From an optimization exercise on the open Yosys and OpenROAD flow, aimed at small area; shortcuts taken in it are not production practice. Function was not checked in any run shown here: the RTL went through the layout flow alone. No activity file was given, so power comes from the tool's default toggle rates.

===== run.sh =====
#!/bin/bash
# synth_recipe.tcl (not shown) runs the flow's synth.tcl, then flattens the netlist and writes it again
# the make line also repeats each setting of config.mk as NAME=value (left out here)
make -C /OpenROAD-flow-scripts/flow DESIGN_CONFIG=/design/flow/config.mk WORK_HOME=/design/flow/orfs CLKGATE_MAP_FILE= SYNTH_SCRIPT=/design/flow/synth_recipe.tcl finish

===== config.mk =====
export PLATFORM = sky130hd
export DESIGN_NAME = top
export DESIGN_NICKNAME = top
export VERILOG_FILES = /design/flow/design.v
export SDC_FILE = /design/flow/constraint.sdc
export NUM_CORES = 8
export LEC_CHECK = 0
export CAP_MARGIN = 20
export CORE_MARGIN = 2
export CORE_UTILIZATION = 40
export CTS_BUF_LIST = sky130_fd_sc_hd__clkbuf_4
export SLEW_MARGIN = 20

===== constraint.sdc =====
create_clock -name core_clock -period 10.0 [get_ports {clk}]
set_input_delay 2.0000 -clock core_clock [delete_from_list [all_inputs] [get_ports {clk}]]
set_output_delay 2.0000 -clock core_clock [all_outputs]
set_load 0.01 [all_outputs]

===== design.v =====
module flex_counter
#(
    parameter  NUM_CNT_BITS = 4
)
(
    input logic clk, n_rst, clear, count_enable,
    input logic [NUM_CNT_BITS-1 : 0] rollover_val,
    output logic [NUM_CNT_BITS-1 : 0] count_out,
    output logic rollover_flag
);
    logic next_rollover_flag;
    logic [NUM_CNT_BITS-1 : 0] next_count_out;
    always_ff @ (posedge clk, negedge n_rst) begin
        if(n_rst == 0) begin
            count_out <= 0;
            rollover_flag <= 0;
        end
        else begin
            count_out <= next_count_out;
            rollover_flag <= next_rollover_flag;
        end
    end
    always_comb begin
        if(clear) begin
            next_count_out = 0;
        end
        else begin
            if(count_enable) begin
                if(count_out == rollover_val) begin
                    next_count_out = 1;
                end
                else begin
                    next_count_out = count_out + 1;
                end
            end
            else begin
                next_count_out = count_out;
            end
        end
    end
    always_comb begin
        if(clear) begin
            next_rollover_flag = 0;
        end
        else begin
            if(rollover_val == next_count_out) begin
                next_rollover_flag = 1;
            end
            else begin
                next_rollover_flag = 0;
            end
        end
    end
endmodule
module flex_stp_sr
#(
    parameter NUM_BITS = 8,
    parameter SHIFT_MSB = 1
)
(
    input logic clk, n_rst, shift_enable, serial_in,
    output logic [NUM_BITS-1:0] parallel_out
);
    logic [NUM_BITS - 1:0] nxt_parallel_out;
    always_ff @( posedge clk, negedge n_rst ) begin
        if(n_rst == 0) begin
            parallel_out <= '1;
        end
        else begin
            parallel_out <= nxt_parallel_out;
        end
    end
    always_comb begin 
        if(shift_enable) begin
            if(SHIFT_MSB) begin
                nxt_parallel_out = {parallel_out[NUM_BITS - 2:0], serial_in};
            end
            else begin
                nxt_parallel_out = {serial_in, parallel_out[NUM_BITS - 1:1]};
            end
        end
        else begin
            nxt_parallel_out = parallel_out;
        end
    end
endmodule
module flex_pts_sr
#(
    parameter NUM_BITS = 4,
    parameter SHIFT_MSB = 1
)
(
    input logic clk, n_rst, shift_enable, load_enable,
    input logic [NUM_BITS-1 : 0] parallel_in,
    output logic serial_out
);
    logic [NUM_BITS-1 : 0] next_parallel;
    logic [NUM_BITS-1 : 0] parallel_out;
    always_ff @ (posedge clk, negedge n_rst) begin
        if(n_rst == 0) begin
            parallel_out <= '1;
        end
        else begin
            parallel_out <= next_parallel;
        end
    end
    always_comb begin
        if(load_enable) begin
            next_parallel = parallel_in;
        end
        else if(shift_enable) begin
            if(SHIFT_MSB) begin
                next_parallel = {parallel_out[NUM_BITS-2 : 0], 1'b1};
            end
            else begin
                next_parallel = {1'b1, parallel_out[NUM_BITS-1 : 1]};
            end       
        end
        else begin
            next_parallel = parallel_out;
        end
    end
    always_comb begin
        if(!SHIFT_MSB) begin
            serial_out = parallel_out[0];
        end
        else begin
            serial_out = parallel_out[NUM_BITS - 1];
        end
    end
endmodule
module sync_high
(
    input logic clk, n_rst, async_in,
    output logic sync_out
);
    logic temp;
    always_ff @( posedge clk, negedge n_rst ) begin : Synchronizer
        if(n_rst == 1'b0) begin
            sync_out <= 1'b1;
            temp <= 1'b1;
        end
        else begin
            temp <= async_in;
            sync_out <= temp;
        end
    end
endmodule
module sync_low
(
    input logic clk, n_rst, async_in,
    output logic sync_out
);
    logic temp;
    always_ff @( posedge clk, negedge n_rst ) begin : Synchronizer
        if(n_rst == 1'b0) begin
            sync_out <= 1'b0;
            temp <= 1'b0;
        end
        else begin
            temp <= async_in;
            sync_out <= temp;
        end
    end
endmodule
module eop_detector
(
    input logic clk, n_rst, dp_sync, dm_sync,
    output logic eop
);
    assign eop = (!dm_sync && !dp_sync);
endmodule
module edge_detector
(
    input logic clk, n_rst, dp_sync,
    output logic d_edge
);
    logic dp_temp;
    assign d_edge = (!dp_sync & dp_temp);
    always_ff @( posedge clk, negedge n_rst ) begin : Synchronizer
        if(n_rst == 1'b0) begin
            dp_temp <= 1'b1;
        end
        else begin
            dp_temp <= dp_sync;
        end
    end
endmodule
module decoder
(
    input logic clk, n_rst, dp_sync, eop, shift_enable,
    output logic d_orig
);
    logic temp_mid, temp_end, next_temp_end;
    assign d_orig = !(temp_mid ^ temp_end);
    always_ff @( posedge clk, negedge n_rst ) begin : Synchronizer
        if(n_rst == 1'b0) begin
            temp_mid <= 1'b1;
            temp_end <= 1'b1;
        end
        else begin
            temp_mid <= dp_sync;
            temp_end <= next_temp_end;
        end
    end
    always_comb begin
        if(shift_enable) begin
            if(eop) begin
                next_temp_end = 1'b1;
            end
            else begin
                next_temp_end = temp_mid;
            end
        end
        else begin
            next_temp_end = temp_end;
        end
    end
endmodule
module timer
(   
    input logic clk, n_rst, d_edge, rcving,
    output logic shift_enable, byte_received
);
    logic nxt_shift_enable;
    logic [3:0] count, nxt_count;
    always_ff @( posedge clk, negedge n_rst ) begin
        if(!n_rst) begin
            count <= 4'd5;
            shift_enable <= 1'b0;
        end
        else begin
            count <= nxt_count;
            shift_enable <= nxt_shift_enable;
        end
    end
    always_comb begin
        nxt_count = count;
        if(d_edge) begin
            nxt_count = 4'd5;
        end
        else if(rcving) begin
            if(count == 4'd8)begin
                nxt_count = 4'd1;
            end
            else begin
                nxt_count = count + 4'd1;
            end
        end
    end
    always_comb begin
        nxt_shift_enable = 1'b0;
        if(d_edge) begin
            nxt_shift_enable = 1'b0;
        end
        else if(nxt_count == 4'd8) begin
            nxt_shift_enable = 1'b1;
        end
        else begin
            nxt_shift_enable = 1'b0;
        end
    end
    flex_counter #( .NUM_CNT_BITS(4)) bit_counter (.clk(clk), .n_rst(n_rst), .clear(byte_received || !rcving), .count_enable(shift_enable), .rollover_val(4'd8), 
                                .rollover_flag(byte_received), .count_out());
endmodule
module shift_register
(   
    input logic clk, n_rst, d_orig, shift_enable,
    output logic [7:0] data
);
    flex_stp_sr #(.NUM_BITS(8), .SHIFT_MSB(0)) sr0 ( .clk(clk), .n_rst(n_rst), .shift_enable(shift_enable),
                                                    .serial_in(d_orig), .parallel_out(data));
endmodule
module rcu (
    input logic clk, n_rst, d_edge, eop, shift_enable, byte_received, buff_full,
    input logic [5:0] buffer_occupancy,
    input logic [7:0] data, 
    output logic rcving, w_enable, r_error, flush, data_en, buff_clear, data_ready,
    output logic [2:0] pid
);
    localparam SYNC_BYTE = 8'b10000000;
    typedef enum logic [4:0] { IDLE, EIDLE, SYNC, PID_CHK, DATA_RCV, DATA_LOAD, LOAD_WAIT, BUFF_CLEAR, INC_PCKT, ERR, EOP_WAIT, EEOP_WAIT, ADDR_CHK, ENDP1, ENDP2, ENDP_CHK, CRC_RCV, DATA_READY, PRE_EOP_WAIT } states;
    states state, nxt_state;
    logic nxt_w_enable, nxt_r_error, nxt_flush, nxt_data_en, nxt_buff_clear, nxt_data_ready;
    logic [2:0] nxt_pid;
    always_ff @( posedge clk, negedge n_rst ) begin
        if(!n_rst) begin
            state <= IDLE;
            w_enable <= 0;
            r_error <= 0;
            flush <= 0;
            data_en <= 0;
            buff_clear <= 0;
            data_ready <= 0;
            pid <= 3'b0;
        end
        else begin
            state <= nxt_state;
            w_enable <= nxt_w_enable;
            r_error <= nxt_r_error;
            flush <= nxt_flush;
            data_en <= nxt_data_en;
            buff_clear <= nxt_buff_clear;
            data_ready <= nxt_data_ready;
            pid <= nxt_pid;
        end
    end
    always_comb begin
        nxt_state = state;
        case(state) 
            IDLE: if(d_edge) nxt_state = SYNC;
            EIDLE: if(d_edge) nxt_state = SYNC;
            SYNC: begin
                if((eop && shift_enable)) nxt_state = EOP_WAIT;
                else if((data == SYNC_BYTE) && byte_received) nxt_state = PID_CHK;
                else if((data != SYNC_BYTE) && byte_received) nxt_state = ERR;
            end
            PID_CHK: begin
                if(byte_received) begin
                    if((data[3:0] == 4'b0011) || (data[3:0] == 4'b1011)) nxt_state = DATA_RCV;
                    else if((data[3:0] == 4'b0001) || (data[3:0] == 4'b1001)) nxt_state = ADDR_CHK;
                    else if((data[3:0] == 4'b0010) || (data[3:0] == 4'b1010) || (data[3:0] == 4'b1110)) nxt_state = PRE_EOP_WAIT;
                    else nxt_state = ERR;
                end
            end
            DATA_RCV:begin
                if(eop && byte_received) nxt_state = DATA_LOAD;
                else if(eop && shift_enable) nxt_state = INC_PCKT;
                else if(buff_full) nxt_state = DATA_LOAD;
            end
            DATA_LOAD: begin
                if(eop && shift_enable) nxt_state = EOP_WAIT;
                else nxt_state = LOAD_WAIT;
            end
            LOAD_WAIT: if(shift_enable) nxt_state = BUFF_CLEAR;
            BUFF_CLEAR: begin
                if(eop) nxt_state = EOP_WAIT;
                else if(shift_enable) nxt_state = DATA_RCV;
            end
            INC_PCKT: if(eop && shift_enable) nxt_state = EIDLE;
            ERR: if(eop && shift_enable) nxt_state = EEOP_WAIT;
            PRE_EOP_WAIT: begin
                if(!eop && shift_enable) nxt_state = ERR;
                else if(eop && shift_enable) nxt_state = EOP_WAIT;
            end
            EOP_WAIT: begin
                if(!eop && shift_enable) nxt_state = ERR;
                else if(eop && shift_enable) nxt_state = DATA_READY;
            end
            EEOP_WAIT: begin
                if(!eop && shift_enable) nxt_state = ERR;
                else if(eop && shift_enable) nxt_state = EIDLE;
            end
            ADDR_CHK: begin
                if(byte_received && (data == 8'b0)) nxt_state = ENDP1;
                else if(byte_received && !(data == 8'b0)) nxt_state = ERR;
            end
            ENDP1: if(shift_enable) nxt_state = ENDP2;
            ENDP2: if(shift_enable) nxt_state = ENDP_CHK;
            ENDP_CHK: begin
                if(shift_enable) begin
                    if((data[7:5] == 3'b0)) nxt_state = CRC_RCV;
                    else nxt_state = ERR;
                end 
            end
            CRC_RCV: if(eop && shift_enable) nxt_state = EOP_WAIT;
            DATA_READY: nxt_state = IDLE;
        endcase
    end
    always_comb begin
        nxt_data_en = 1'b0;
        nxt_buff_clear = 1'b0;
        nxt_data_ready = 1'b0;
        nxt_pid = pid;
        rcving = 1'b1;
        nxt_w_enable = w_enable;
        nxt_r_error = r_error;
        nxt_flush = flush;
        case(state)
            IDLE: begin
                rcving = 1'b0;
                nxt_w_enable = 1'b0;
                nxt_r_error = 1'b0;
                nxt_flush = 1'b0;
                nxt_pid = 3'b0;
            end
            EIDLE: begin
                rcving = 1'b0;
                nxt_w_enable = 1'b0;
                nxt_r_error = 1'b1;
                nxt_flush = 1'b0;
                nxt_pid = 3'b0;
            end
            SYNC: begin
                rcving = 1'b1;
                nxt_w_enable = 1'b0;
                nxt_r_error = 1'b0;
                nxt_flush = 1'b1;
                nxt_pid = 3'b0;
            end
            PID_CHK: begin
                rcving = 1'b1;
                nxt_w_enable = 1'b0;
                nxt_r_error = 1'b0;
                nxt_flush = 1'b0;
                if(byte_received) begin
                    case(data[3:0])
                        4'b0001: nxt_pid = 3'b001;
                        4'b1001: nxt_pid = 3'b010;
                        4'b0011: nxt_pid = 3'b011;
                        4'b1011: nxt_pid = 3'b100;
                        4'b0010: nxt_pid = 3'b101;
                        4'b1010: nxt_pid = 3'b110;
                        4'b1110: nxt_pid = 3'b111;
                        default: nxt_pid = 3'b000;
                    endcase
                end
            end
            DATA_RCV: begin
                rcving = 1'b1;
                nxt_w_enable = 1'b0;
                nxt_r_error = 1'b0;
                nxt_flush = 1'b0;
                nxt_pid = pid;
                nxt_data_en = 1'b1;
            end
            DATA_LOAD: begin
                rcving = 1'b1;
                nxt_w_enable = 1'b1;
                nxt_r_error = 1'b0;
                nxt_flush = 1'b0;
                nxt_pid = pid;
                nxt_data_en = 1'b1;
            end
            LOAD_WAIT: nxt_w_enable = 1'b0;
            BUFF_CLEAR: nxt_buff_clear = 1'b1;
            ERR: begin
                rcving = 1'b1;
                nxt_w_enable = 1'b0;
                nxt_r_error = 1'b1;
                nxt_flush = 1'b0;
                nxt_pid = pid;
            end
            INC_PCKT: begin
                rcving = 1'b1;
                nxt_w_enable = 1'b1;
                nxt_r_error = 1'b1;
                nxt_flush = 1'b0;
                nxt_pid = pid;
            end
            EOP_WAIT: begin
                rcving = 1'b1;
                nxt_w_enable = 1'b0;
                nxt_r_error = 1'b0;
                nxt_flush = 1'b0;
                nxt_pid = pid;
            end
            EEOP_WAIT: begin
                rcving = 1'b1;
                nxt_w_enable = 1'b0;
                nxt_r_error = 1'b1;
                nxt_flush = 1'b0;
                nxt_pid = pid;
            end
            CRC_RCV: begin
                rcving = 1'b1;
                nxt_w_enable = 1'b0;
                nxt_r_error = 1'b0;
                nxt_flush = 1'b0;
                nxt_pid = pid;
            end
            DATA_READY: nxt_data_ready = 1'b1;
        endcase
    end
endmodule
module rx_data_buffer
(
    input logic clk, n_rst, byte_received, data_en, buff_clear,
    input logic [7:0] data,
    output logic buff_full,
    output logic [31:0] rcv_data
);
    logic [2:0] count, nxt_count;
    logic [31:0] nxt_rcv_data;
    always_ff @( posedge clk, negedge n_rst ) begin : Synchronizer
        if(n_rst == 1'b0) begin
            rcv_data <= 32'b0;
            count <= 3'b0;
        end
        else begin
            rcv_data <= nxt_rcv_data;
            count <= nxt_count;
        end
    end
    always_comb begin
        nxt_rcv_data = rcv_data;
        if(byte_received && data_en) begin
            nxt_rcv_data = {data, rcv_data[31:8]};
        end
        else if(buff_clear) begin
            nxt_rcv_data = 32'b0;
        end
    end
    always_comb begin
        buff_full = 1'b0;
        if(count == 3'd4) begin
            buff_full = 1'b1;
        end
    end
    always_comb begin
        nxt_count = count;
        if(byte_received && data_en) begin
            nxt_count = count + 1;
        end
        else if(count == 3'd4) begin
            nxt_count = 2'b0;
        end
    end
endmodule
module usb_receiver(
    input logic clk, n_rst, dp_i, dm_i, 
    input logic [5:0] buffer_occupancy,
    output logic w_enable, rcving, r_error, flush, data_ready,
    output logic [2:0] pid,
    output logic [31:0] rcv_data
);
    logic dp_sync, dm_sync, eop, d_orig, d_edge, shift_enable, byte_received, buff_full, data_en, buff_clear;
    logic [7:0] data;
    sync_high high_synchonizer ( .clk(clk), .n_rst(n_rst), .async_in(dp_i), .sync_out(dp_sync) );
    sync_low low_synchonizer ( .clk(clk), .n_rst(n_rst), .async_in(dm_i), .sync_out(dm_sync) );
    eop_detector eop_detc ( .clk(clk), .n_rst(n_rst), .dp_sync(dp_sync), .dm_sync(dm_sync), .eop(eop) );
    edge_detector edge_detc ( .clk(clk), .n_rst(n_rst), .dp_sync(dp_sync), .d_edge(d_edge) );
    decoder decode ( .clk(clk), .n_rst(n_rst), .dp_sync(dp_sync), .eop(eop), .shift_enable(shift_enable), .d_orig(d_orig) );
    timer time_block ( .clk(clk), .n_rst(n_rst), .d_edge(d_edge), .rcving(rcving), .shift_enable(shift_enable), .byte_received(byte_received) );
    shift_register shift_reg ( .clk(clk), .n_rst(n_rst), .d_orig(d_orig), .shift_enable(shift_enable), .data(data) );
    rcu controller ( .clk(clk), .n_rst(n_rst), .d_edge(d_edge), .eop(eop), .shift_enable(shift_enable), .byte_received(byte_received), .buff_full(buff_full), .data(data), .data_ready(data_ready),
                     .buffer_occupancy(buffer_occupancy), .rcving(rcving), .w_enable(w_enable), .buff_clear(buff_clear), .r_error(r_error), .flush(flush), .data_en(data_en), .pid(pid) );
    rx_data_buffer data_buffer ( .clk(clk), .n_rst(n_rst), .byte_received(byte_received), .data_en(data_en), .buff_clear(buff_clear), .data(data), .buff_full(buff_full), .rcv_data(rcv_data) );
endmodule
module timer_tx (
    input logic enable_timer, clk, n_rst,
    output logic byte_complete, clk12
);
    logic [3:0] count_out1;
    logic [3:0] count_out2;
    flex_counter CNT1(.clk(clk), .n_rst(n_rst), .clear(!enable_timer),
                    .count_enable(enable_timer), .rollover_val(4'b1000), 
                    .count_out(count_out1), .rollover_flag(clk12));
    flex_counter CNT2(.clk(clk), .n_rst(n_rst), .clear(!enable_timer),
                    .count_enable(clk12), .rollover_val(4'b1000), 
                    .count_out(count_out2), .rollover_flag(byte_complete));
endmodule
module timer2_tx (
    input logic enable_timer_bits8, clk, n_rst,
    output logic bits8
);
    logic [3:0] count_out1;
    flex_counter CNT1(.clk(clk), .n_rst(n_rst), .clear(!enable_timer_bits8),
                    .count_enable(enable_timer_bits8), .rollover_val(4'b1001), 
                    .count_out(count_out1), .rollover_flag(bits8));
endmodule
module timer3_tx (
    input logic enable_timer_bits54, enable_timer_bits52, clk, n_rst,
    output logic bits54
);
    logic [5:0] tmp_rollover_val;
    logic tmp_count_enable;
    always_comb begin
        if(enable_timer_bits52) begin
            tmp_rollover_val = 6'd52;
        end
        else if(enable_timer_bits54) begin
            tmp_rollover_val = 6'd54;
        end
        else begin
            tmp_rollover_val = '0;
        end    
    end
    assign tmp_count_enable = enable_timer_bits54 || enable_timer_bits52;
    logic [5:0] count_out1;
    flex_counter #(.NUM_CNT_BITS(6)) CNT1(.clk(clk), .n_rst(n_rst), .clear(!tmp_count_enable),
                    .count_enable(tmp_count_enable), .rollover_val(tmp_rollover_val), 
                    .count_out(count_out1), .rollover_flag(bits54));
endmodule
module timer4_tx (
    input logic enable_timer_bits51, clk, n_rst,
    output logic bits51
);
    logic [5:0] count_out1;
    flex_counter #(.NUM_CNT_BITS(6)) CNT1(.clk(clk), .n_rst(n_rst), .clear(!enable_timer_bits51),
                    .count_enable(enable_timer_bits51), .rollover_val(6'd51), 
                    .count_out(count_out1), .rollover_flag(bits51));
endmodule
module shift_register_tx (
    input logic enable_pts, clk12, clk, n_rst,
    input logic [1:0] send_data,
    input logic [2:0] tx_packet,
    input logic [7:0] tx_packet_data,
    output logic serial_out
);
    logic [7:0] data;
    logic [3:0] tx_packet_out;
    logic [3:0] tx_packet_out_held;
    logic [6:0] counter;
    always_comb begin
        case(tx_packet)
            1: begin
                tx_packet_out = 4'b0011;
            end
            2: begin
                tx_packet_out = 4'b0010;
            end
            3: begin
                tx_packet_out = 4'b1010;
            end
            4: begin
                tx_packet_out = 4'b1110;
            end
            default: tx_packet_out = '0;
        endcase
    end
    always_ff @(posedge clk, negedge n_rst) begin
        if(!n_rst) begin
            counter <= 6'b0;
            tx_packet_out_held <= 4'b0;
        end
        else begin
            if(counter == 0 &&(tx_packet_out == 4'b0011 ||
                tx_packet_out == 4'b0010 || tx_packet_out == 4'b1010 ||
                tx_packet_out == 4'b1110)) begin
                tx_packet_out_held <= tx_packet_out;
                counter <= counter + 1;
            end
            else if (counter > 0 && counter < 70) begin
                counter <= counter + 1;
            end
            else if(counter == 70)begin
                counter <= 0;
            end
        end
    end
    always_comb begin
        case (send_data)
            1: begin
                data = {8'b10000000}; 
            end
            2: begin
                data = {4'b0, tx_packet_out_held};
            end
            3: begin
                data = tx_packet_data;
            end
            default: 
                data = 0;
        endcase       
    end
    flex_pts_sr #(.NUM_BITS(8), .SHIFT_MSB(0))
        SR8(.clk(clk), .n_rst(n_rst), .shift_enable(clk12), 
        .load_enable(enable_pts), .parallel_in(data), .serial_out(serial_out));
endmodule
module encoder (
    input logic serial_out, send_EOP, clk, n_rst, clk12, enable_pts,
    output logic D_plus, D_minus
);
    typedef enum logic [1:0] {IDLE, ZERO, ONE, EOP} state_type;
    state_type curr_state, next_state;
    logic clk12_sync1;
    logic clk12_sync;
    logic enable_pts1;
    always_ff @(posedge clk, negedge n_rst) begin 
        if(!n_rst) begin
            clk12_sync1 <= 0;
            enable_pts1 <= 0;
        end
        else begin
            clk12_sync1 <= clk12;
            enable_pts1 <= enable_pts;
        end
    end
    always_ff @(posedge clk, negedge n_rst) begin 
        if(!n_rst) begin
            clk12_sync <= 0;
        end
        else begin
            clk12_sync <= clk12_sync1 || enable_pts1;
        end
    end
    always_ff @(posedge clk, negedge n_rst) begin
        if(!n_rst) begin
            curr_state <= IDLE;
        end
        else begin
            curr_state <= next_state;
        end
    end
    always_comb begin
        next_state = curr_state;
        D_minus = 0;
        D_plus = 0;
        case (curr_state)
            IDLE: begin
                D_plus = 1;
                D_minus = 0;
                if(serial_out == 0 && clk12_sync) begin
                    next_state = ZERO;
                end
                else if(serial_out == 1 && clk12_sync) begin
                    next_state = ONE;
                end
            end
            ZERO: begin
                D_plus = 0;
                D_minus = 1;
                if(send_EOP == 1) begin
                    next_state = EOP;
                end
                else if(serial_out == 0 && clk12_sync) begin
                    next_state = ONE;
                end
            end
            ONE: begin
                D_plus = 1;
                D_minus = 0;
                if(send_EOP == 1) begin
                    next_state = EOP;
                end
                else if(serial_out == 0 && clk12_sync) begin
                    next_state = ZERO;
                end
            end
            EOP: begin
                D_plus = 0;
                D_minus = 0;
                if(send_EOP == 1) begin
                    next_state = EOP;
                end
                else begin
                    next_state = IDLE;
                end
            end
        endcase
    end
endmodule
module controller_tx (
    input logic [2:0] tx_packet, 
    input logic byte_complete, clk, n_rst,
    input logic bits8, bits54, bits51, 
    input logic [5:0] buffer_occupancy,
    output logic enable_timer, send_EOP, enable_pts, tx_transfer_active, tx_error, get_tx_packet_data,
    output logic [1:0] send_data,
    output logic enable_timer_bits8,
    output logic enable_timer_bits54,
    output logic enable_timer_bits52,
    output logic enable_timer_bits51 
);
    typedef enum logic [4:0] {IDLE, SYNC1, SYNC2, PID, DISABLE_EN1, DISABLE_EN2, EOP1, EOP2, DISABLE_EN3, DISABLE_EN4, DISABLE_EN5, DATA, PID1, 
                            WAIT1, WAIT2, WAIT3, WAIT4, PTS, PTS1, PTS2, PTS3, GET1, GET2, ERROR} state_type;
    state_type curr_state, next_state;
    always_ff @(posedge clk, negedge n_rst) begin
        if(!n_rst) begin
            curr_state <= IDLE;
        end
        else begin
            curr_state <= next_state;
        end
    end
    always_comb begin
        next_state = curr_state;
        enable_timer = 0;
        send_EOP = 0;
        enable_pts = 0;
        tx_transfer_active = 0;
        tx_error = 0;
        send_data = '0;
        get_tx_packet_data = 0;
        enable_timer_bits8 = 0;
        enable_timer_bits54 = 0;
        enable_timer_bits52 = 0; 
        enable_timer_bits51 = 0; 
        case(curr_state)
            IDLE: begin
                if(tx_packet == 2 || tx_packet == 3 || tx_packet == 4) begin
                    next_state = SYNC1;
                end
                else if(tx_packet == 1) begin
                    next_state = SYNC2;               
                end
            end
            SYNC1: begin
                send_data = 2'b1;
                enable_timer = 1;
                enable_pts = 1;
                tx_transfer_active = 1;
                enable_timer_bits8 = 1;
                next_state = DISABLE_EN1;
            end
            DISABLE_EN1: begin
                enable_timer = 1;
                send_data = 2'd1;
                tx_transfer_active = 1;
                enable_timer_bits8 = 1;
                if(bits8) begin
                    next_state = WAIT4;
                end
            end
            WAIT4: begin
                enable_timer = 1;
                enable_timer_bits54 = 1;
                tx_transfer_active = 1;
                if(bits54) begin
                    next_state = PTS3;
                    enable_pts = 1;
                    send_data = 2'd2;
                end
            end
            PTS3: begin
                enable_timer = 1;
                send_data = 2'd2;
                tx_transfer_active = 1;
                if(byte_complete) begin
                    next_state = PID;
                end
            end
            PID: begin
                send_data = 2'd2;
                enable_timer_bits8 = 1;
                enable_timer = 1;
                tx_transfer_active = 1;
                next_state = DISABLE_EN2;
            end
            DISABLE_EN2: begin
                enable_timer = 1;
                tx_transfer_active = 1;
                enable_timer_bits8 = 1;
                if(bits8) begin
                    next_state = WAIT3;
                end
            end
            EOP1: begin
                send_EOP = 1;
                tx_transfer_active = 1;
                next_state = IDLE;
            end 
            EOP2: begin
                tx_transfer_active = 1;
                next_state = IDLE;
            end
            SYNC2: begin
                send_data = 2'd1;
                enable_timer = 1;
                enable_pts = 1;
                tx_transfer_active = 1;
                enable_timer_bits8 = 1;  
                next_state = DISABLE_EN3;
            end
            DISABLE_EN3: begin
                enable_timer = 1;
                send_data = 2'd1;
                tx_transfer_active = 1;
                enable_timer_bits8 = 1;
                if(bits8) begin
                    next_state = WAIT1;
                end
            end
            WAIT1: begin
                enable_timer = 1;
                enable_timer_bits54 = 1;
                tx_transfer_active = 1;
                if(bits54) begin
                    next_state = PTS;
                    enable_pts = 1;
                    send_data = 2'd2;
                end
            end
            PTS: begin
                enable_timer = 1;
                send_data = 2'd2;
                tx_transfer_active = 1;
                if(byte_complete) begin
                    next_state = PID1;
                end
            end
            PID1: begin
                send_data = 2'd2;
                enable_timer_bits8 = 1;  
                tx_transfer_active = 1;
                next_state = DISABLE_EN4;
                enable_timer = 1;
            end
            DISABLE_EN4: begin
                enable_timer = 1;
                tx_transfer_active = 1;
                enable_timer_bits8 = 1;
                if(bits8) begin
                    next_state = WAIT2;
                end
            end
            WAIT2: begin
                enable_timer = 1;
                enable_timer_bits52 = 1;
                enable_timer_bits51 = 1;
                tx_transfer_active = 1;
                if(bits51) begin
                    next_state = GET1;
                    get_tx_packet_data = 1;
                end
            end
            GET1: begin
                enable_timer = 1;
                tx_transfer_active = 1;
                if(bits54) begin
                    next_state = PTS1;
                    enable_pts = 1;
                    send_data = 2'd3;
                end
            end
            PTS1: begin
                enable_timer = 1;
                send_data = 2'd3;
                tx_transfer_active = 1;
                if(byte_complete) begin
                    next_state = DATA;
                end
            end
            DATA: begin
                send_data = 2'd3;
                tx_transfer_active = 1;
                enable_timer_bits8 = 1;
                if(buffer_occupancy == 0) begin
                    next_state = ERROR;
                end
                next_state = DISABLE_EN5;
                enable_timer = 1;
            end
            DISABLE_EN5: begin
                enable_timer = 1;
                tx_transfer_active = 1;
                enable_timer_bits8 = 1;
                if(bits8) begin
                    next_state = WAIT3;
                end
            end
            WAIT3: begin
                enable_timer = 1;
                enable_timer_bits52 = 1;
                tx_transfer_active = 1;
                enable_timer_bits51 = 1;
                if(bits51) begin
                    next_state = GET2;
                    get_tx_packet_data = 1;
                end
            end
            GET2: begin
                enable_timer = 1;
                tx_transfer_active = 1;
                if(bits54) begin
                    enable_pts = 1;
                    next_state = PTS2;
                    send_data = 2'd3;
                end
            end
            PTS2: begin
                enable_timer = 1;
                tx_transfer_active = 1;            
                if(byte_complete) begin
                    if(buffer_occupancy == 0) begin
                        send_EOP = 1;
                        next_state = EOP1;
                    end
                    else begin
                        send_data = 2'd3;
                        next_state = DATA;
                    end
                end
            end
            ERROR: begin
                tx_error = 1;
                next_state = IDLE;
            end
        endcase
    end
endmodule
module usb_tx (
    input logic [5:0] buffer_occupancy, 
    input logic clk, n_rst,
    input logic [7:0] tx_packet_data, 
    input logic [2:0] tx_packet, 
    output logic tx_transfer_active, tx_error, dplus_out, dminus_out, get_tx_packet_data
);
    logic enable_timer;
    logic byte_complete;
    logic [1:0] send_data;
    logic enable_pts;
    logic send_EOP;
    logic clk12;
    logic [7:0] data;
    logic serial_out;
    logic enable_timer_bits8;  
    logic bits8;  
    logic enable_timer_bits54;
    logic bits54;
    logic enable_timer_bits52;
    logic bits51;
    logic enable_timer_bits51;
    controller_tx CONTROLLER(.tx_packet(tx_packet),
                            .byte_complete(byte_complete), 
                            .clk(clk), 
                            .n_rst(n_rst),
                            .enable_timer(enable_timer),
                            .send_EOP(send_EOP),
                            .enable_pts(enable_pts),
                            .tx_transfer_active(tx_transfer_active), 
                            .tx_error(tx_error), 
                            .get_tx_packet_data(get_tx_packet_data),
                            .send_data(send_data),
                            .bits8(bits8),
                            .enable_timer_bits8(enable_timer_bits8),
                            .bits54(bits54),
                            .enable_timer_bits54(enable_timer_bits54),
                            .bits51(bits51),
                            .enable_timer_bits51(enable_timer_bits51),
                            .enable_timer_bits52(enable_timer_bits52),
                            .buffer_occupancy(buffer_occupancy));
    timer_tx TIMER(.clk(clk),
                    .n_rst(n_rst),
                    .enable_timer(enable_timer),
                    .byte_complete(byte_complete),
                    .clk12(clk12));
    timer2_tx TIMER2(.clk(clk),
                    .n_rst(n_rst),
                    .enable_timer_bits8(enable_timer_bits8),
                    .bits8(bits8));
    timer3_tx TIMER3(.clk(clk),
                    .n_rst(n_rst),
                    .enable_timer_bits54(enable_timer_bits54),
                    .enable_timer_bits52(enable_timer_bits52),
                    .bits54(bits54));
    timer4_tx TIMER4(.clk(clk),
                    .n_rst(n_rst),
                    .enable_timer_bits51(enable_timer_bits51),
                    .bits51(bits51));
    shift_register_tx SHIFT_REG(.clk(clk), .n_rst(n_rst),
                            .clk12(clk12), 
                            .enable_pts(enable_pts),
                            .send_data(send_data),
                            .tx_packet(tx_packet),
                            .tx_packet_data(tx_packet_data),
                            .serial_out(serial_out));
    encoder ENCODER_TX(.clk(clk), .n_rst(n_rst),
                        .serial_out(serial_out), 
                        .send_EOP(send_EOP),
                        .D_plus(dplus_out),
                        .D_minus(dminus_out),
                        .clk12(clk12),
                        .enable_pts(enable_pts));
endmodule
module data_buffer_tx #(parameter BW = 8) (
    input logic store_tx_data, clear, get_tx_packet_data, clk, n_rst,
    input logic [4*BW-1:0] tx_data,
    input logic [1:0] hsize,
    output logic [BW-1:0] tx_packet_data,
    output logic [5:0] buffer_occupancy
);
    logic [6:0] wp;
    logic [5:0] rp;
    logic lapped;
    logic [3:0] wf;
    logic [BW-1:0] data_out;
    logic [BW-1:0] mem [64];
    wire [5:0] wa = wp[5:0];
    wire full  = (rp == 6'd63);
    wire empty = (wp == 7'd0);
    wire wr_data = store_tx_data && (hsize != 2'd0);
    wire adv = wr_data && !full;
    wire rget = get_tx_packet_data && !full && !empty;
    wire [2:0] k = (hsize == 2'd3) ? 3'd4 : (hsize == 2'd2) ? 3'd2 : 3'd1;
    wire [6:0] wa_sum = {1'b0, wa} + {4'd0, k};
    wire lapped_n = lapped || wa_sum[6];
    logic [BW-1:0] lane [4];
    always_comb begin
        for (int m = 0; m < 4; m++) lane[m] = tx_data[BW * ((m - wa[1:0]) & 3) +: BW];
    end
    logic [63:0] woh, wen;
    always_comb begin
        woh = 64'd1 << wa;
        for (int j = 0; j < 64; j++)
            wen[j] = wr_data && (woh[j] || (hsize[1] && woh[(j + 63) % 64])
                                 || (hsize == 2'd3 && (woh[(j + 62) % 64] || woh[(j + 61) % 64])));
    end
    always_ff @(posedge clk) begin
        for (int j = 0; j < 64; j++) begin
            if (wen[j]) mem[j] <= lane[j & 3];
        end
    end
    wire [5:0] ro = rp - wa;
    wire rvalid = (ro < 6'd4) ? wf[ro[1:0]] : (lapped || (rp < wa));
    logic [63:0] rsel;
    logic [BW-1:0] rbyte;
    always_comb begin
        rsel = rvalid ? (64'd1 << rp) : 64'd0;
        rbyte = '0;
        for (int i = 0; i < 64; i++) rbyte = rbyte | ({BW{rsel[i]}} & mem[i]);
    end
    always_ff @(posedge clk, negedge n_rst) begin
        if (!n_rst) begin
            wp <= '0;
            rp <= '0;
            lapped <= 1'b0;
            wf <= '0;
            data_out <= '0;
            tx_packet_data <= '0;
        end else begin
            if (get_tx_packet_data) tx_packet_data <= data_out;
            if (clear) begin
                wp <= '0;
                rp <= '0;
                lapped <= 1'b0;
                wf <= '0;
            end else begin
                data_out <= rbyte;
                if (rget) rp <= rp + 6'd1;
                if (adv) begin
                    wp <= wp + {4'd0, k};
                    lapped <= lapped_n;
                    for (int o = 0; o < 4; o++) begin
                        if (o + k < 4) wf[o] <= wf[o + k];
                        else wf[o] <= lapped_n || ({1'b0, wa_sum[5:0]} + 7'(o) >= 7'd64);
                    end
                end else begin
                    for (int o = 0; o < 4; o++) if (o < k) wf[o] <= wr_data;
                end
            end
        end
    end
    logic [2:0] ev;
    always_comb begin
        if (clear) ev = 3'd6;
        else ev = (adv ? k : 3'd0) - {2'd0, rget};
    end
    localparam int DLY = 65;
    logic [2:0] dline [DLY];
    always_ff @(posedge clk) begin
        dline[0] <= ev;
        for (int i = 1; i < DLY; i++) dline[i] <= dline[i - 1];
    end
    logic [6:0] cnt;
    wire [2:0] old_ev = dline[DLY - 1];
    always_ff @(posedge clk, negedge n_rst) begin
        if (!n_rst) begin
            cnt <= '0;
            buffer_occupancy <= '0;
        end else begin
            if (cnt != 7'(DLY)) cnt <= cnt + 7'd1;
            else if (old_ev == 3'd6) buffer_occupancy <= '0;
            else buffer_occupancy <= buffer_occupancy + ((old_ev == 3'd7) ? 6'h3f : {3'd0, old_ev});
        end
    end
endmodule
module data_buffer_rx (
    input logic get_rx_data, store_rx_packet_data, flush, clk, n_rst,
    input logic [31:0] rx_packet_data,
    output logic [31:0] rx_data,
    output logic [5:0] buffer_occupancy_rx
);
    logic [6:0] wp;
    logic [5:0] rp;
    logic lapped, wvalid;
    logic [31:0] data_out;
    logic [31:0] mem [64];
    wire full  = (rp == 6'd63);
    wire empty = (wp == 7'd0);
    wire [5:0] wa = wp[5:0];
    wire advance = store_rx_packet_data && !full;
    wire rvalid = (rp == wa) ? wvalid : (lapped || (rp < wa));
    logic [63:0] rsel;
    logic [31:0] rword;
    always_comb begin
        rsel = rvalid ? (64'd1 << rp) : 64'd0;
        rword = '0;
        for (int i = 0; i < 64; i++) rword = rword | ({32{rsel[i]}} & mem[i]);
    end
    always_ff @(posedge clk) begin
        if (store_rx_packet_data) mem[wa] <= rx_packet_data;
    end
    always_ff @(posedge clk, negedge n_rst) begin
        if (!n_rst) begin
            wp <= '0;
            rp <= '0;
            lapped <= 1'b0;
            wvalid <= 1'b0;
            data_out <= '0;
            rx_data <= '0;
        end else begin
            rx_data <= get_rx_data ? data_out : rx_packet_data;
            if (flush) begin
                wp <= '0;
                rp <= '0;
                lapped <= 1'b0;
                wvalid <= 1'b0;
            end else begin
                data_out <= rword;
                if (advance) begin
                    wp <= wp + 7'd1;
                    lapped <= lapped || (wa == 6'd63);
                    wvalid <= lapped || (wa == 6'd63);
                end else begin
                    wvalid <= store_rx_packet_data;
                end
                if (get_rx_data && !full && !empty) rp <= rp + 6'd1;
            end
        end
    end
    assign buffer_occupancy_rx = wa - rp;
endmodule
module ahb_lite_slave
(
    input logic clk,
    input logic n_rst,
    input logic hsel, hwrite,
    input logic [1:0] hsize, htrans,
    input logic [3:0] haddr,
    input logic [31:0] hwdata,
    input logic [2:0] rx_packet,
    input logic rx_data_ready, rx_transfer_active, rx_error,
    input logic tx_transfer_active, tx_error,
    input logic [5:0] buffer_occupancy,
    input logic [31:0] rx_data,
    output logic [31:0] hrdata,
    output logic hresp,
    output logic [1:0] hsize_out,
    output logic [2:0] tx_packet,
    output logic get_rx_data, store_tx_data, clear,
    output logic [31:0] tx_data,
    output logic d_mode
);
    logic reg_hsel, reg_hwrite;
    logic [1:0] reg_hsize;
    logic [3:0] reg_haddr;
    assign d_mode = 1'b0;
    wire wr = reg_hsel && reg_hwrite && (reg_hsize != 2'd0);
    wire wr_data = wr && (reg_haddr[3:2] == 2'b00);
    wire wr_ctrl = wr && (reg_haddr == 4'd12);
    wire wr_flush = wr && (reg_haddr == 4'd13);
    wire hw_hi_zero = (hwdata[31:3] == 29'd0);
    wire cmd_ok = hw_hi_zero && (hwdata[2:0] != 3'd0) && (hwdata[2:0] <= 3'd4);
    logic [3:0] lanes;
    always_comb begin
        case (reg_hsize)
            2'd3: lanes = 4'b1111;
            2'd2: lanes = reg_haddr[1] ? 4'b1100 : 4'b0011;
            2'd1: lanes = 4'b0001 << reg_haddr[1:0];
            default: lanes = 4'b0000;
        endcase
    end
    wire [31:0] wdata = (reg_hsize == 2'd3) ? hwdata :
                        (reg_hsize == 2'd2) ? {2{hwdata[15:0]}} : {4{hwdata[7:0]}};
    wire rd = hsel && !hwrite;
    wire raw = (reg_haddr == haddr) && reg_hwrite;
    wire [31:0] src = raw ? hwdata : rx_data;
    logic [3:0] pid_status;
    always_comb begin
        pid_status = 4'd0;
        case (rx_packet)
            3'b010: pid_status[0] = 1'b1;
            3'b001: pid_status[1] = 1'b1;
            3'b101: pid_status[2] = 1'b1;
            3'b110: pid_status[3] = 1'b1;
            default: ;
        endcase
    end
    logic [31:0] next_hrdata;
    always_comb begin
        next_hrdata = '0;
        if (rd && hsize != 2'd0) begin
            if (haddr[3:2] == 2'b00) begin
                case (hsize)
                    2'd3: next_hrdata = src;
                    2'd2: next_hrdata[15:0] = haddr[0] ? src[31:16] : src[15:0];
                    default: next_hrdata[7:0] = src[8 * haddr[1:0] +: 8];
                endcase
            end else if (haddr == 4'd12 || haddr == 4'd13) begin
                if (raw) next_hrdata = hwdata;
                else if (haddr[0]) next_hrdata[0] = clear;
                else next_hrdata[2:0] = tx_packet;
            end else if (!raw) begin
                case (haddr)
                    4'd4: next_hrdata[9:0] = (hsize == 2'd1) ? {5'b00000, pid_status, rx_data_ready}
                                                            : {tx_transfer_active, rx_transfer_active, 3'b000, pid_status, rx_data_ready};
                    4'd5: next_hrdata[9:0] = (hsize == 2'd1) ? {9'd0, tx_transfer_active}
                                                            : {tx_transfer_active, rx_transfer_active, 3'b000, pid_status, rx_data_ready};
                    4'd6: next_hrdata[7:0] = {tx_error, 6'b0, rx_error};
                    4'd7: next_hrdata[7:0] = (hsize == 2'd1) ? 8'd0 : {tx_error, 6'b0, rx_error};
                    4'd8: next_hrdata[5:0] = buffer_occupancy;
                    default: ;
                endcase
            end
        end
    end
    always_comb begin
        hresp = 1'b0;
        if (haddr == 4'd9 || haddr == 4'd10 || haddr == 4'd11 || haddr == 4'd14 || haddr == 4'd15) hresp = 1'b1;
        if (hwrite && haddr >= 4'd4 && haddr <= 4'd8) hresp = 1'b1;
    end
    always_ff @(posedge clk, negedge n_rst) begin
        if (!n_rst) begin
            reg_hsel <= 1'b0;
            reg_hwrite <= 1'b0;
            reg_hsize <= 2'd0;
            reg_haddr <= 4'd0;
            hsize_out <= 2'd0;
            hrdata <= '0;
            tx_packet <= '0;
            get_rx_data <= 1'b0;
            store_tx_data <= 1'b0;
            clear <= 1'b0;
            tx_data <= '0;
        end else begin
            reg_hsel <= hsel;
            reg_hwrite <= hwrite;
            reg_hsize <= hsize;
            reg_haddr <= haddr;
            hsize_out <= reg_hsize;
            hrdata <= next_hrdata;
            tx_packet <= (wr_ctrl && cmd_ok) ? hwdata[2:0] : 3'd0;
            store_tx_data <= wr_ctrl && hw_hi_zero && (hwdata[2:0] == 3'd1);
            get_rx_data <= rd && (haddr[3:2] == 2'b00);
            if (wr_flush) clear <= hwdata[0];
            for (int i = 0; i < 4; i++)
                if (wr_data && lanes[i]) tx_data[8 * i +: 8] <= wdata[8 * i +: 8];
        end
    end
endmodule
module top
(
	input logic clk, 
    input logic n_rst,
    input logic hsel, hwrite, 
    input logic [1:0] hsize, htrans,
    input logic [3:0] haddr, 
    input logic [31:0] hwdata,
    input logic dplus_i, dminus_i,
    output logic [31:0] hrdata,
    output logic hresp, d_mode,
    output logic dplus_o, dminus_o
);
logic [2:0] rx_packet;
logic rx_data_ready, rx_transfer_active, rx_error;
logic store_rx_packet, flush_rx2ahb;
logic [31:0] rx_packet_data;  
logic tx_error, tx_transfer_active;
logic get_tx_packet_data;
logic [2:0] tx_packet;
logic get_rx_data, store_tx_data;
logic [31:0] tx_data;
logic clear_ahb2buffer;
logic [31:0] rx_data;
logic [7:0] tx_packet_data;
logic [5:0] buffer_occupancy_rx;
logic [5:0] buffer_occupancy_tx;
logic [1:0] hsize_out;
ahb_lite_slave BUS( 
                .clk(clk), 
                .n_rst(n_rst), 
                .hsel(hsel), 
                .haddr(haddr), 
                .hsize(hsize), 
                .htrans(htrans), 
                .hwrite(hwrite), 
                .hwdata(hwdata), 
                .hrdata(hrdata), 
                .hresp(hresp),
                .rx_packet(rx_packet),
                .rx_data_ready(rx_data_ready),
                .rx_transfer_active(rx_transfer_active),
                .rx_error(rx_error),
                .tx_packet(tx_packet),
                .tx_transfer_active(tx_transfer_active),
                .tx_error(tx_error),
                .buffer_occupancy(buffer_occupancy_tx),
                .rx_data(rx_data),
                .get_rx_data(get_rx_data),
                .store_tx_data(store_tx_data),
                .tx_data(tx_data),
                .clear(clear_ahb2buffer),
                .hsize_out(hsize_out),
                .d_mode(d_mode)
                );
usb_receiver RX(    
                .clk(clk), 
                .n_rst(n_rst), 
                .dp_i(dplus_i), 
                .dm_i(dminus_i),
                .buffer_occupancy(buffer_occupancy_rx),
                .pid(rx_packet),
                .data_ready(rx_data_ready),
                .rcving(rx_transfer_active),
                .r_error(rx_error),                  
                .flush(flush_rx2ahb),
                .w_enable(store_rx_packet),
                .rcv_data(rx_packet_data)
                );
usb_tx TX(  
            .clk(clk), 
            .n_rst(n_rst),
            .dplus_out(dplus_o),
            .dminus_out(dminus_o),
            .tx_transfer_active(tx_transfer_active),
            .tx_error(tx_error),
            .tx_packet(tx_packet),
            .tx_packet_data(tx_packet_data),
            .get_tx_packet_data(get_tx_packet_data),
            .buffer_occupancy(buffer_occupancy_tx)
        );
data_buffer_tx TXDBUFF(       
                    .clk(clk), 
                    .n_rst(n_rst),
                    .store_tx_data(store_tx_data), 
                    .clear(clear_ahb2buffer), 
                    .get_tx_packet_data(get_tx_packet_data), 
                    .tx_packet_data(tx_packet_data),
                    .tx_data(tx_data),
                    .hsize(hsize_out),
                    .buffer_occupancy(buffer_occupancy_tx)
                    );
data_buffer_rx RXDBUFF(       
                    .clk(clk), 
                    .n_rst(n_rst),
                    .rx_data(rx_data),
                    .get_rx_data(get_rx_data), 
                    .store_rx_packet_data(store_rx_packet), 
                    .flush(flush_rx2ahb), 
                    .rx_packet_data(rx_packet_data),
                    .buffer_occupancy_rx(buffer_occupancy_rx)
                    );
endmodule

==> run notes, run 1 <==
- Status: no timing/DRC/antenna violations
- Mapped Area: roughly 120,000 um^2
- # DRC: 0
- Top cells by count, synth: edfxtp_1, a22oi_1, nand2_1
- Post-layout power: between 20 and 30 mW
- DRT iter0 DRCs: roughly 15,000
- Max-cap violations: 0
- Fmax: between 0.15 and 0.2 GHz
- Total Wirelength: around 470,000 um
- Peak supply drop: 0.000327 V
- Pleak: 42.8 nW
- WP data arrival: 4.20 ns
- Die Y: between 500 and 600 um
- Clock Pin Slew Worst Setup and Hold Paths: around 0.060 ns
- Xor and xnor area share after synthesis: less than 1%
- CP Capture Type: output port
- Count leader, synth: edfxtp_1
- RD Place Congestion: ~0.95
- Setup violators final: 0
- Max-slew violation count: 0
- Largest family of logic cells by synthesized area: compound AO/OA/AOI/OAI gates
- YS warnings: 22
- EDFF count, synth: around 2,600
- Ys async rst share: a little over a tenth
- Synth Area per Inst: around 16 um^2
- Worst-path cell chain: clkdlybuf4s50_1, buf_4, clkinv_1, a21oi_1, clkdlybuf4s50_1
- Critical path type: input port to output port
- First-pass GRT wire length: roughly 640,000 um
- Rel. slew slack: between 10% and 20%
- Site Rows: roughly 200
- H-tree Lvls: 6
- Initial core utilization: between 40% and 50%
- CORE AREA: approximately 290,000 um^2
- Top cells by area, synth: edfxtp_1, dfrtp_1, a22oi_1, dfxtp_1, a22o_1
- Buffers on Ports: between 70 and 80
- Full die area: approximately 300,000 um^2
- Ports: 82
- Predominant post-synthesis flop cell: edfxtp_1
- P&R area growth vs syn: 14.8%
- Pin count of the biggest net entering global routing: around 110
- Synth Instances: ~7,500
- Yosys top cell area share: between 60% and 70%
- Simple-Gate Fraction of Synth Area: approximately 6.1%
- TritonCTS clock tree: built
- Drt wl/cell: between 30 and 40 um
- Synthesized Nets: about 7,600
- Critical path startpoint category: input port
- Hold WC Path Type: register to register
- TNS Setup: 0 ns
- CP peak stage delay: around 0.63 ns
- Layout cells sized above 1: ~22%
- Vias/cell: about 6.5
- Antenna-violating nets left: 0
- Worst Path Max Fanout: 18
- Clock Path Buffers: 4
- Post-CTS Hold Fix Bufs: 0
- Via count: approximately 83,000
- Number of synthesized register bits: about 3,000
- Final Cycle Share: about 62%
- Post-synth cell types: between 90 and 100
- Clock Tree Root: clkbuf_4
- Post-synthesis sequential area ratio: between 70% and 80%
- Worst path slowest cell: clkdlybuf4s50_1
- Compound-gate portion of the synthesized area: between 10% and 20%
- Worst skew pair latency: ~1.7 ns
- CP required: approximately 8.0 ns
- Post-CTS setup buffer count: 0
- Tmin final: 6.20 ns
- Post-synthesis adder-cell area fraction: 0.685%
- Crit path top cell by count: clkdlybuf4s50_1
- PostCTS Resize Cnt: 0
- Final hold violations: 0
- Inserted Clock Buffers: 778
- Nets: between 8,000 and 9,000
- Worst-Margin Slew: between 1 and 1.5 ns
- Post-synth top area cell: edfxtp_1
- Power per Cell Area: approximately 210 nW/um^2
- First-pass iteration count of the detailed router: 19
- Clock Skews: roughly 0.27 ns
- DIE WIDTH: ~550 um
- Finished Core Util: ~46%
- DP HPWL: 264,000 um
- Sink Count: approximately 3,100
- RSZ-0062 raised after global routing: no
- Total grt overflow: 0
- Initial antenna violation count: 39
- Vias in the first global route: a little under 80,000
- All-Layer GR Usage: between 30% and 40%
- Post-synthesis mux area share: between 2 and 2.5%
[cell usage in the layout (no fill, tap or decap), types with 63 or more instances in the layout]
master and n:
o21ai_0 170, dfxtp_1 195, nor2_1 322, nand3_1 163
inv_1 68, mux2_2 87, a221oi_1 226, a21oi_1 208
o22ai_1 63, clkbuf_4 1173, clkdlybuf4s50_1 77, mux2i_1 84
nand2_1 430, a22o_1 251, nand4_1 102, a211oi_1 70
clkinv_1 120, buf_4 315, edfxtp_1 2560, dfrtp_1 275
a22oi_1 589
[report_power, final]
| group | switching (mW) | total, mW | internal (mW) |
|---|---|---|---|
| sequential | 0.206 | 14.4 | 14.2 |
| clock | 5.31 | 10.8 | 5.48 |
| combinational | 2.24 | 2.96 | 0.722 |
[path summary, 6_finish.rpt]
kind / startpoint / endpoint / slack (ns) / depth (start not counted)
setup / recovery: haddr[1] / hresp / 3.80 / 5
hold / removal: TXDBUFF.dline[0][0] / TXDBUFF.dline[1][0] / 0.24 / 0
setup reg to reg: RXDBUFF.wp[2] / RXDBUFF.data_out[15] / 4.19 / 12
hold reg to reg: TXDBUFF.dline[0][0] / TXDBUFF.dline[1][0] / 0.24 / 0
max in group asynchronous: n_rst / TXDBUFF.wf[3] / 7.79 / 2
min in group asynchronous: n_rst / RX.controller.w_enable / 0.58 / 1
[layout make-up]
cell class | instances | area (um^2)
Fill cell | 25700 | 158000
Clock buffer | 1173 | 8810
Timing Repair Buffer | 397 | 3220
Multi-Input combinational cell | 3849 | 27800
Tap cell | 3919 | 4900
Inverter | 73 | 274
Antenna cell | 18 | 45.0
Clock inverter | 190 | 1150
Sequential cell | 3092 | 89300
[registers in the layout, summed over array words and instances, names as in the netlist, 32 cells and up]
signal and count:
BUS.hrdata 32, BUS.tx_data 32, RX.data_buffer.rcv_data 32, RXDBUFF.data_out 32, RXDBUFF.mem 2048, RXDBUFF.rx_data 32, TXDBUFF.dline 195, TXDBUFF.mem 512
[layer usage]
layer | share of wire (%) | vias up | track usage, % | routed length [um]
met1 | 35 | 41600 | 39.6 | 163000
met2 | 43 | 7605 | 44.7 | 201000
li1 | - | 32100 | - | -
met5 | 0.050 | - | 0 | 236
met3 | 16 | 1530 | 10.8 | 74700
met4 | 6.4 | 32 | 16.9 | 30200
[kinds of logic after synthesis]
logic type | Yosys count
compound gates | 2021
xor+xnor | 58
fa+ha+maj | 63
buf+inv | 527
flops | 3092
mux | 213
other cells | 1
simple gates | 1493
[critical path: cells and delay by family]
kind / cells / cell delay (ns)
AO/OA/AOI/OAI: 1 / 0.47
buffers and inverters: 4 / 1.72
[through the flow]
step	worst slack [ns]	area (um^2)	std cells	hold WS, ns
6_report	3.80	135000	12700	0.237
5_1_grt	3.79	135000	12700	0.303
4_1_cts	3.85	135000	12700	0.290
3_5_place_dp	3.86	125000	11300	0.312
3_3_place_gp	3.86	125000	11300	0.311
2_1_floorplan	4.95	118000	7468	0.310
==> inputs of run 2 (changes only) <==
--- a/config.mk
+++ b/config.mk
@@ -8,5 +8,6 @@
 export CAP_MARGIN = 20
 export CORE_MARGIN = 2
 export CORE_UTILIZATION = 40
-export CTS_BUF_LIST = sky130_fd_sc_hd__clkbuf_4
+export CTS_BUF_LIST = sky130_fd_sc_hd__clkbuf_2 sky130_fd_sc_hd__clkbuf_4 sky130_fd_sc_hd__clkbuf_8
+export CTS_CLUSTER_SIZE = 30
 export SLEW_MARGIN = 20
==> run notes, run 2 <==
- Top Registers: RXDBUFF.mem: 2048 flops, TXDBUFF.mem: 512 flops, TXDBUFF.dline: 195 flops
- Sw frac: approximately a quarter
- DIE WIDTH: about 550 um
- Post-CTS setup buffer count: 0
- Fillers: about 25,000
- Ports: between 80 and 90
- EDFF count, synth: 2,560
- Count leader, synth: edfxtp_1
- Rel. slew slack: roughly 14%
- Worst-Margin Slew: 1.29 ns
- Pin count of the biggest net entering global routing: ~110
- Final worst slack: around 3.8 ns
- CP Capture Type: output port
- DRT iter0 DRCs: between 10,000 and 15,000
- CORE AREA: around 290,000 um^2
- Top reg by flops: RXDBUFF.mem
- Final hold violations: 0
- Sink Count: about 3,100
- Inserted Clock Buffers: ~480
- Ys async rst share: 10.9%
- Clock Path Buffers: 4
- Reg power frac: between 50% and 60%
- Full die area: between 200,000 and 300,000 um^2
- Max FFs per register: around 2,000
- Worst Path Max Fanout: 18
- Initial antenna violation count: 34
- Peak supply drop: around 0.00032 V
- Clock Skews: 0.168 ns
- Hold WC Path Type: register to register
- Setup violators final: 0
- Power per Cell Area: about 210 nW/um^2
- First-pass GRT wire length: approximately 630,000 um
- Post-synth top area cell: edfxtp_1
- Vias/cell: roughly 6.6
- Commonest non-fill, non-tap cell in the layout: edfxtp_1
- Status: no timing/DRC/antenna violations
- Drt wl/cell: between 30 and 40 um
- Max-slew violation count: 0
- Synthesized Nets: around 7,600
- Via count: 80,700
- Initial core utilization: roughly two fifths
- Number of synthesized register bits: between 3,000 and 4,000
- Total Wirelength: 467,000 um
- Max-cap violations: 0
- PostCTS Resize Cnt: 0
- CP required: approximately 8.0 ns
- Total grt overflow: 0
- YS warnings: 22
- Synth Instances: between 7,000 and 8,000
- Top cells by area, synth: edfxtp_1, dfrtp_1, a22oi_1, dfxtp_1, a22o_1
- Total internal power: between 20 and 25 mW
- Cells after DPL: between 10,000 and 15,000
- RD Place Congestion: ~0.95
- # DRC: 0
- Clock Pin Slew Worst Setup and Hold Paths: roughly 0.060 ns
- Die Y: 547 um
- All-Layer GR Usage: between 30% and 40%
- Pre-CTS setup slack: approximately 3.9 ns
- Predominant post-synthesis flop cell: edfxtp_1
- Vias in the first global route: approximately 76,000
- Most frequent cells in the layout: edfxtp_1, a22oi_1, clkbuf_8
- Top cells by count, synth: edfxtp_1, a22oi_1, nand2_1
- Critical path startpoint category: input port
- Fmax: 0.162 GHz
- Tmin final: between 6 and 7 ns
- Finished Core Util: 46.1%
- Synth Area per Inst: 15.8 um^2
- Worst skew pair latency: 1.21 ns
- Mapped Area: between 100,000 and 150,000 um^2
- Buffers on Ports: 78
- RSZ-0062 raised after global routing: no
- Yosys top cell area share: 65.1%
- Clock Tree Root: clkbuf_8
- Post-synth cell types: 94
- Pleak: 42.2 nW
- Final Cycle Share: between 60% and 70%
- Layout cells sized above 1: a little under a fifth
- TritonCTS clock tree: built
- WP data arrival: about 4.2 ns
- DP HPWL: 264,000 um
- H-tree Lvls: 5
- Site Rows: approximately 200
- Critical path type: input port to output port
- Post-CTS Hold Fix Bufs: 0
- P&R area growth vs syn: 14.9%
- Sw power: 7.56 mW
- Post-synthesis sequential area ratio: between 70% and 80%
- TNS Setup: 0 ns
- Combinational Power Share: 10.4%
- Clk pwr share: about 40%
- First-pass iteration count of the detailed router: 24
- Antenna-violating nets left: 0
- Nets: about 8,000
- Number of non-filler instances in the completed layout: ~12,000
[run 2: cell counts after synthesis]
No cell type changed its count.
[run 2: path summary, 6_finish.rpt]
kind                                      from                          end  slack, ns  cells after the start
min in group asynchronous                n_rst                RXDBUFF.wp[3]       0.87                      1
max in group asynchronous                n_rst  RX.data_buffer.rcv_data[24]       7.71                      2
hold / removal             TXDBUFF.dline[0][0]          TXDBUFF.dline[1][0]       0.29                      0
setup reg to reg                 RXDBUFF.wp[2]         RXDBUFF.data_out[15]       4.14                     12
setup / recovery                      haddr[1]                        hresp       3.81                      5
hold reg to reg            TXDBUFF.dline[0][0]          TXDBUFF.dline[1][0]       0.29                      0
[run 2: power groups by stage]
stage / clock network, mW / logic [mW] / registers, mW
after floorplan: 0 / 1.46 / 14.5
after global placement: 0 / 2.81 / 14.7
after detailed placement: 0 / 2.84 / 14.7
after CTS: 11.1 / 2.85 / 14.4
after global routing: 11.7 / 2.99 / 14.4
final: 11.1 / 2.95 / 14.4
[run 2: kinds of logic after synthesis]
| kind of cell | share of synthesized area, % |
|---|---|
| compound gates | 13.0 |
| xor+xnor | 0.430 |
| fa+ha+maj | 0.685 |
| buf+inv | 1.86 |
| flops | 75.6 |
| mux | 2.34 |
| other cells | 0.00318 |
| simple gates | 6.07 |
[run 2: cell type report]
type | instances | area, um^2 | area share, %
diodes | 17 | 42.5 | 0.0314
multi-input cells | 3849 | 27800 | 20.5
flip-flops and latches | 3092 | 89300 | 65.9
clock inverters | 150 | 1300 | 0.959
repair buffers | 398 | 3240 | 2.39
well taps | 3919 | 4900 | 3.62
clock buffers | 725 | 8730 | 6.44
inverters | 73 | 274 | 0.202
[run 2: stage by stage]
step | hold WS [ns] | area (um^2) | power, mW
after floorplan | 0.310 | 118000 | 16.0
after global placement | 0.311 | 125000 | 17.5
after detailed placement | 0.312 | 125000 | 17.5
after CTS | 0.302 | 135000 | 28.4
after global routing | 0.315 | 136000 | 29.1
final | 0.292 | 136000 | 28.5
[run 2: metal layers]
metal  up-vias  track usage, %  share of wire (%)
met5         -               0              0.036
met4        26            16.3                6.6
met3      1500            9.94                 15
met2      7092            44.7                 43
met1     40900            39.8                 35
li1      31100               -                  -
[run 2: worst max-delay path, stage by stage]
cell and delay, ns:
clkdlybuf4s50_1 0.46, buf_4 0.29, clkinv_1 0.34, a21oi_1 0.46
clkdlybuf4s50_1 0.63

[afterwards: timing with drivers on the ports]
The flow's constraints put no driver on any port. The routed layouts listed below were extracted and timed again, unchanged, in two steps. Step 1 assumes that a clkbuf_16 drives the clock port and a buf_2 every other input. Step 2 adds t to the input delays and takes it off the output delays; t is the mean of the earliest and latest rising clock arrival at the registers after step 1. Input paths then give back, and output paths get back, about the clock's delay inside the block. Three values: ideal, step 1, step 2; two values: the first two.
run | t, ns | setup slack, ns | worst slew at a driven data input, ns
run 1 | 1.665 | 3.798 / 3.768 / 3.768 | 0.11
run 2 | 1.216 | 3.809 / 3.779 / 3.779 | 0.10
After both steps every run listed still meets setup and hold.
